What follows belongs to an exercise in optimizing a design on an open flow for small area; a production flow would make more cautious choices.
RTL that was checked went through simulation tests only; none was proved equivalent to the original.

==> run a: inputs <==
==> flow/design.v <==
module dm_aoi222(input a1, a2, b1, b2, c1, c2, output y);
	assign y = ~((a1 & a2) | (b1 & b2) | (c1 & c2));
endmodule
module dm_aoi22(input a1, a2, b1, b2, output y);
	assign y = ~((a1 & a2) | (b1 & b2));
endmodule
module dm_nand4(input a, b, c, d, output y);
	assign y = ~(a & b & c & d);
endmodule
module dm_nand3(input a, b, c, output y);
	assign y = ~(a & b & c);
endmodule
module dm_nand2(input a, b, output y);
	assign y = ~(a & b);
endmodule
module dm_or3(input a, b, c, output y);
	assign y = a | b | c;
endmodule
module dm_nor2(input a, b, output y);
	assign y = ~(a | b);
endmodule
module dm_ctrl(
	input [6:0] addr,
	input enable, readwrite, reset,
	output [15:0] rn2,    
	output [15:0] wn2,    
	output [31:0] n3,     
	output [3:0] rs,      
	output hold,          
	output [3:0] rw       
);
	wire [1:0] k = addr[1:0];
	wire [1:0] rl = addr[3:2];
	wire [2:0] rh = addr[6:4];
	wire rd_ok = enable & ~readwrite & ~reset;
	wire wr = enable & readwrite;
	assign hold = ~rd_ok;
	genvar c, i;
	generate
		for (c = 0; c < 4; c = c + 1) begin : col
			wire inc = (k > c);
			wire cy = inc & (rl == 2'd3);
			for (i = 0; i < 4; i = i + 1) begin : p2
				wire p = inc ? (rl == ((i + 3) % 4)) : (rl == i);
				assign rn2[4*c + i] = ~p;
				assign wn2[4*c + i] = ~((p & wr) | reset);
			end
			for (i = 0; i < 8; i = i + 1) begin : p3
				wire p = cy ? (rh == ((i + 7) % 8)) : (rh == i);
				assign n3[8*c + i] = ~(p | reset);
			end
			assign rs[c] = rd_ok & (k == c);
			assign rw[c] = ~reset & (k == c);
		end
	endgenerate
endmodule
module dMemBase(addr, clk, enable, dataIn, readwrite, reset, dataOut);
input [31:0] addr;
input clk, enable, readwrite, reset;
input [31:0] dataIn;
output reg [31:0] dataOut;
wire [15:0] rn2, wn2;
wire [31:0] n3;
wire [3:0] rs, rw;
wire hold;
dm_ctrl u_ctrl(.addr(addr[6:0]), .enable(enable), .readwrite(readwrite), .reset(reset),
	.rn2(rn2), .wn2(wn2), .n3(n3), .rs(rs), .hold(hold), .rw(rw));
wire [1023:0] storage;
wire [127:0] sel, we;
wire [31:0] wd;
wire [31:0] colb;
wire [31:0] dnext;
genvar r, c, b, t;
generate
	for (r = 0; r < 32; r = r + 1) begin : rsel
		for (c = 0; c < 4; c = c + 1) begin : cs
			dm_nor2 u_s(.a(rn2[4*c + (r % 4)]), .b(n3[8*c + (r / 4)]), .y(sel[4*r + c]));
			dm_nor2 u_w(.a(wn2[4*c + (r % 4)]), .b(n3[8*c + (r / 4)]), .y(we[4*r + c]));
		end
	end
	for (c = 0; c < 4; c = c + 1) begin : wdc
		for (b = 0; b < 8; b = b + 1) begin : wdb
			wire x, z;
			dm_aoi222 u_a(.a1(rw[(c+4)%4]), .a2(dataIn[b]), .b1(rw[(c+3)%4]), .b2(dataIn[8+b]),
				.c1(rw[(c+2)%4]), .c2(dataIn[16+b]), .y(x));
			dm_nand2 u_n(.a(rw[(c+1)%4]), .b(dataIn[24+b]), .y(z));
			dm_nand2 u_o(.a(x), .b(z), .y(wd[8*c+b]));
		end
	end
	for (r = 0; r < 128; r = r + 1) begin : loc
		reg [7:0] q;
		always @(posedge clk) begin
			if (we[r]) q <= wd[8*(r % 4) +: 8];
		end
		assign storage[8*r +: 8] = q;
	end
	for (c = 0; c < 4; c = c + 1) begin : rdc
		for (b = 0; b < 8; b = b + 1) begin : rdb
			wire [10:0] x;
			wire [2:0] y;
			for (t = 0; t < 10; t = t + 1) begin : g3
				dm_aoi222 u_a(
					.a1(sel[4*(3*t+0)+c]), .a2(storage[8*(4*(3*t+0)+c)+b]),
					.b1(sel[4*(3*t+1)+c]), .b2(storage[8*(4*(3*t+1)+c)+b]),
					.c1(sel[4*(3*t+2)+c]), .c2(storage[8*(4*(3*t+2)+c)+b]), .y(x[t]));
			end
			dm_aoi22 u_l(.a1(sel[4*30+c]), .a2(storage[8*(4*30+c)+b]),
				.b1(sel[4*31+c]), .b2(storage[8*(4*31+c)+b]), .y(x[10]));
			dm_nand4 u_y0(.a(x[0]), .b(x[1]), .c(x[2]), .d(x[3]), .y(y[0]));
			dm_nand4 u_y1(.a(x[4]), .b(x[5]), .c(x[6]), .d(x[7]), .y(y[1]));
			dm_nand3 u_y2(.a(x[8]), .b(x[9]), .c(x[10]), .y(y[2]));
			dm_or3 u_c(.a(y[0]), .b(y[1]), .c(y[2]), .y(colb[8*c+b]));
		end
	end
	for (t = 0; t < 4; t = t + 1) begin : lane
		for (b = 0; b < 8; b = b + 1) begin : lb
			wire x, z;
			dm_aoi222 u_a(.a1(rs[(4-t)%4]), .a2(colb[b]), .b1(rs[(5-t)%4]), .b2(colb[8+b]),
				.c1(rs[(6-t)%4]), .c2(colb[16+b]), .y(x));
			dm_aoi22 u_b(.a1(rs[(7-t)%4]), .a2(colb[24+b]), .b1(hold), .b2(dataOut[8*t+b]), .y(z));
			dm_nand2 u_o(.a(x), .b(z), .y(dnext[8*t+b]));
		end
	end
endgenerate
always @(posedge clk) dataOut <= dnext;
endmodule
==> flow/flow/run.sh <==
#!/bin/bash
# Own layout flow: the standard flow (standard.sh), with
#  - synthesis mapped by abc with an area-oriented script (flow/area.abc),
#  - port buffers of the smallest buffer cell,
#  - CTS with small clock buffers, larger sink clusters and no dummy loads.
# Each tool's output goes to the ORFS logs under orfs/logs/; make's to standard.log.
set -euo pipefail
W=$(pwd)
export OWN_WORK=$W
export OWN_ABC_SCRIPT=$W/flow/area.abc
source $W/flow/knobs.sh
bash standard.sh SYNTH_SCRIPT=$W/flow/synth.tcl \
  "CTS_ARGS=$CTS" "BUFFER_PORTS_ARGS=$BPA" finish > $W/standard.log 2>&1
==> flow/flow/area.abc <==
strash
dch
amap
topo
stime -c
==> flow/flow/knobs.sh <==
CTS="-sink_clustering_enable -repair_clock_nets -dont_use_dummy_load -buf_list {sky130_fd_sc_hd__clkbuf_4 sky130_fd_sc_hd__clkbuf_8} -sink_clustering_size 18 -sink_clustering_max_diameter 70"
BPA="-buffer_cell sky130_fd_sc_hd__buf_1"
==> flow/flow/synth.tcl <==
# The standard synthesis (synth_recipe.tcl), with the abc mapping step
# run with an area-oriented script (amap) in place of ORFS's.
proc abc {args} {
  set i [lsearch -exact $args -script]
  if { $i >= 0 } { lset args [expr { $i + 1 }] $::env(OWN_ABC_SCRIPT) }
  yosys abc {*}$args
}
source $::env(OWN_WORK)/synth_recipe.tcl
==> flow/standard.sh <==
#!/bin/bash
# synth_recipe.tcl (not shown) runs the flow's synth.tcl, then flattens the netlist and writes it again
# the make line also repeats each setting of config.mk as NAME=value (left out here)
make -C /OpenROAD-flow-scripts/flow DESIGN_CONFIG=/design/flow/config.mk WORK_HOME=/design/flow/orfs CLKGATE_MAP_FILE= SYNTH_SCRIPT=/design/flow/synth_recipe.tcl "${@:-finish}"
==> flow/config.mk <==
export PLATFORM = sky130hd
export DESIGN_NAME = dMemBase
export DESIGN_NICKNAME = dMemBase
export VERILOG_FILES = /design/flow/design.v
export SDC_FILE = /design/flow/constraint.sdc
export NUM_CORES = 8
export LEC_CHECK = 0
export ABC_AREA = 1
export CAP_MARGIN = 20
export CORE_MARGIN = 2
export CORE_UTILIZATION = 65
export SLEW_MARGIN = 20
export SYNTH_HIERARCHICAL = 1
==> flow/constraint.sdc <==
create_clock -name core_clock -period 10.0 [get_ports {clk}]
set_input_delay 2.0000 -clock core_clock [delete_from_list [all_inputs] [get_ports {clk}]]
set_output_delay 2.0000 -clock core_clock [all_outputs]
set_load 0.01 [all_outputs]
==> inputs of run b, as changes to run a <==
--- a/flow/design.v
+++ b/flow/design.v
@@ -23,10 +23,9 @@
 	input [6:0] addr,
 	input enable, readwrite, reset,
-	output [15:0] rn2,    
-	output [15:0] wn2,    
-	output [31:0] n3,     
-	output [3:0] rs,      
+	output [63:0] rn,     
+	output [63:0] wn,     
+	output [15:0] rs,     
 	output hold,          
-	output [3:0] rw       
+	output [15:0] rw      
 );
 	wire [1:0] k = addr[1:0];
@@ -43,13 +42,16 @@
 			for (i = 0; i < 4; i = i + 1) begin : p2
 				wire p = inc ? (rl == ((i + 3) % 4)) : (rl == i);
-				assign rn2[4*c + i] = ~p;
-				assign wn2[4*c + i] = ~((p & wr) | reset);
+				assign rn[16*c + i] = ~p;
+				assign wn[16*c + i] = ~((p & wr) | reset);
 			end
 			for (i = 0; i < 8; i = i + 1) begin : p3
 				wire p = cy ? (rh == ((i + 7) % 8)) : (rh == i);
-				assign n3[8*c + i] = ~(p | reset);
+				assign rn[16*c + 4 + i] = ~p;
+				assign wn[16*c + 4 + i] = ~(p | reset);
 			end
-			assign rs[c] = rd_ok & (k == c);
-			assign rw[c] = ~reset & (k == c);
+			for (i = 0; i < 4; i = i + 1) begin : rot
+				assign rs[4*i + c] = rd_ok & (k == ((c - i + 4) % 4));
+				assign rw[4*c + i] = ~reset & (k == ((c - i + 4) % 4));
+			end
 		end
 	endgenerate
@@ -60,10 +62,9 @@
 input [31:0] dataIn;
 output reg [31:0] dataOut;
-wire [15:0] rn2, wn2;
-wire [31:0] n3;
-wire [3:0] rs, rw;
+wire [63:0] rn, wn;
+wire [15:0] rs, rw;
 wire hold;
 dm_ctrl u_ctrl(.addr(addr[6:0]), .enable(enable), .readwrite(readwrite), .reset(reset),
-	.rn2(rn2), .wn2(wn2), .n3(n3), .rs(rs), .hold(hold), .rw(rw));
+	.rn(rn), .wn(wn), .rs(rs), .hold(hold), .rw(rw));
 wire [1023:0] storage;
 wire [127:0] sel, we;
@@ -75,6 +76,6 @@
 	for (r = 0; r < 32; r = r + 1) begin : rsel
 		for (c = 0; c < 4; c = c + 1) begin : cs
-			dm_nor2 u_s(.a(rn2[4*c + (r % 4)]), .b(n3[8*c + (r / 4)]), .y(sel[4*r + c]));
-			dm_nor2 u_w(.a(wn2[4*c + (r % 4)]), .b(n3[8*c + (r / 4)]), .y(we[4*r + c]));
+			dm_nor2 u_s(.a(rn[16*c + (r % 4)]), .b(rn[16*c + 4 + (r / 4)]), .y(sel[4*r + c]));
+			dm_nor2 u_w(.a(wn[16*c + (r % 4)]), .b(wn[16*c + 4 + (r / 4)]), .y(we[4*r + c]));
 		end
 	end
@@ -82,7 +83,7 @@
 		for (b = 0; b < 8; b = b + 1) begin : wdb
 			wire x, z;
-			dm_aoi222 u_a(.a1(rw[(c+4)%4]), .a2(dataIn[b]), .b1(rw[(c+3)%4]), .b2(dataIn[8+b]),
-				.c1(rw[(c+2)%4]), .c2(dataIn[16+b]), .y(x));
-			dm_nand2 u_n(.a(rw[(c+1)%4]), .b(dataIn[24+b]), .y(z));
+			dm_aoi222 u_a(.a1(rw[4*c+0]), .a2(dataIn[b]), .b1(rw[4*c+1]), .b2(dataIn[8+b]),
+				.c1(rw[4*c+2]), .c2(dataIn[16+b]), .y(x));
+			dm_nand2 u_n(.a(rw[4*c+3]), .b(dataIn[24+b]), .y(z));
 			dm_nand2 u_o(.a(x), .b(z), .y(wd[8*c+b]));
 		end
@@ -116,7 +117,7 @@
 		for (b = 0; b < 8; b = b + 1) begin : lb
 			wire x, z;
-			dm_aoi222 u_a(.a1(rs[(4-t)%4]), .a2(colb[b]), .b1(rs[(5-t)%4]), .b2(colb[8+b]),
-				.c1(rs[(6-t)%4]), .c2(colb[16+b]), .y(x));
-			dm_aoi22 u_b(.a1(rs[(7-t)%4]), .a2(colb[24+b]), .b1(hold), .b2(dataOut[8*t+b]), .y(z));
+			dm_aoi222 u_a(.a1(rs[4*t+0]), .a2(colb[b]), .b1(rs[4*t+1]), .b2(colb[8+b]),
+				.c1(rs[4*t+2]), .c2(colb[16+b]), .y(x));
+			dm_aoi22 u_b(.a1(rs[4*t+3]), .a2(colb[24+b]), .b1(hold), .b2(dataOut[8*t+b]), .y(z));
 			dm_nand2 u_o(.a(x), .b(z), .y(dnext[8*t+b]));
 		end
==> flow/flow/knobs.sh (replaced) <==
CTS="-sink_clustering_enable -repair_clock_nets -dont_use_dummy_load -buf_list {sky130_fd_sc_hd__clkbuf_4 sky130_fd_sc_hd__clkbuf_8} -sink_clustering_size 20 -sink_clustering_max_diameter 80"
BPA="-buffer_cell sky130_fd_sc_hd__buf_1"
==> impl_metrics.tcl <==
set metrics [dict create \
    worstPathCellList "buf_1 -> clkinv_1 -> nor2_1 -> buf_4 -> clkinv_1 -> nor2_1 -> clkinv_1 -> o22ai_1 -> nor2_1 -> a222oi_1 -> nand4_1 -> or3_1 -> a222oi_1 -> nand2_1" \
    crit_path_end "dataOut[10]" \
    slew_headroom_pct 17.94 \
    htreeDepth 2 \
    switching_share_pct 24.46 \
    cts_inserted_buffers 58 \
    placed_cell_area_sq_um 40130 \
    cp.depth 14 \
    drt_iter0_markers 4368 \
    wl_mm 95.95 \
    cp.arrival_ps 7250 \
    nonClkBufAreaFrac_pct 1.525 \
    status "no timing/DRC/antenna violations" \
]
the above is filed under run b

==> impl_metrics.tcl <==
set metrics [dict create \
    worstPathCellList "buf_1 -> clkinv_1 -> nor2_1 -> clkinv_1 -> nor2_1 -> clkinv_1 -> a221oi_1 -> nor2_1 -> a222oi_1 -> nand4_1 -> or3_1 -> a222oi_1 -> nand2_1" \
    placed_cell_area_sq_um 40050 \
    nonClkBufAreaFrac_pct 1.562 \
    status "no timing/DRC/antenna violations" \
    switching_share_pct 24.27 \
    cts_inserted_buffers 68 \
    cp.arrival_ps 7980 \
    crit_path_end "dataOut[2]" \
    wl_mm 96.48 \
    largestRegisters "loc.q x1024, dataOut x32" \
    htreeDepth 3 \
]
the above is filed under run a

The RTL of run b was laid out without a check of its function.

[static timing again, ports no longer ideal]
No port has a modelled driver above. Below, the same layouts with a new extraction and two added sets of constraints. Step 1 sets driving cells, clkbuf_16 on the clock port and buf_2 on the other inputs (assumed; they add their load-dependent delay and slew). Step 2, shift: input delay + t, output delay - t, t = (earliest + latest rising clock arrival at the registers) / 2. This alone moves slack from input paths to output paths. Three values: ideal, step 1, step 2; two values: the first two.
run	t (ns)	setup slack, ns	hold slack, ns	worst setup path at the end
run a	0.729	2.598 / 2.557 / 1.828	0.478 / 0.478 / 0.478	input to register
run b	0.767	3.329 / 3.364 / 2.597	0.480 / 0.480 / 0.480	input to register
After both steps setup and hold are still met in every run listed. For run a, which loses most, drivers alone change the setup slack by -0.041 ns; drivers and shift together by -0.770 ns.
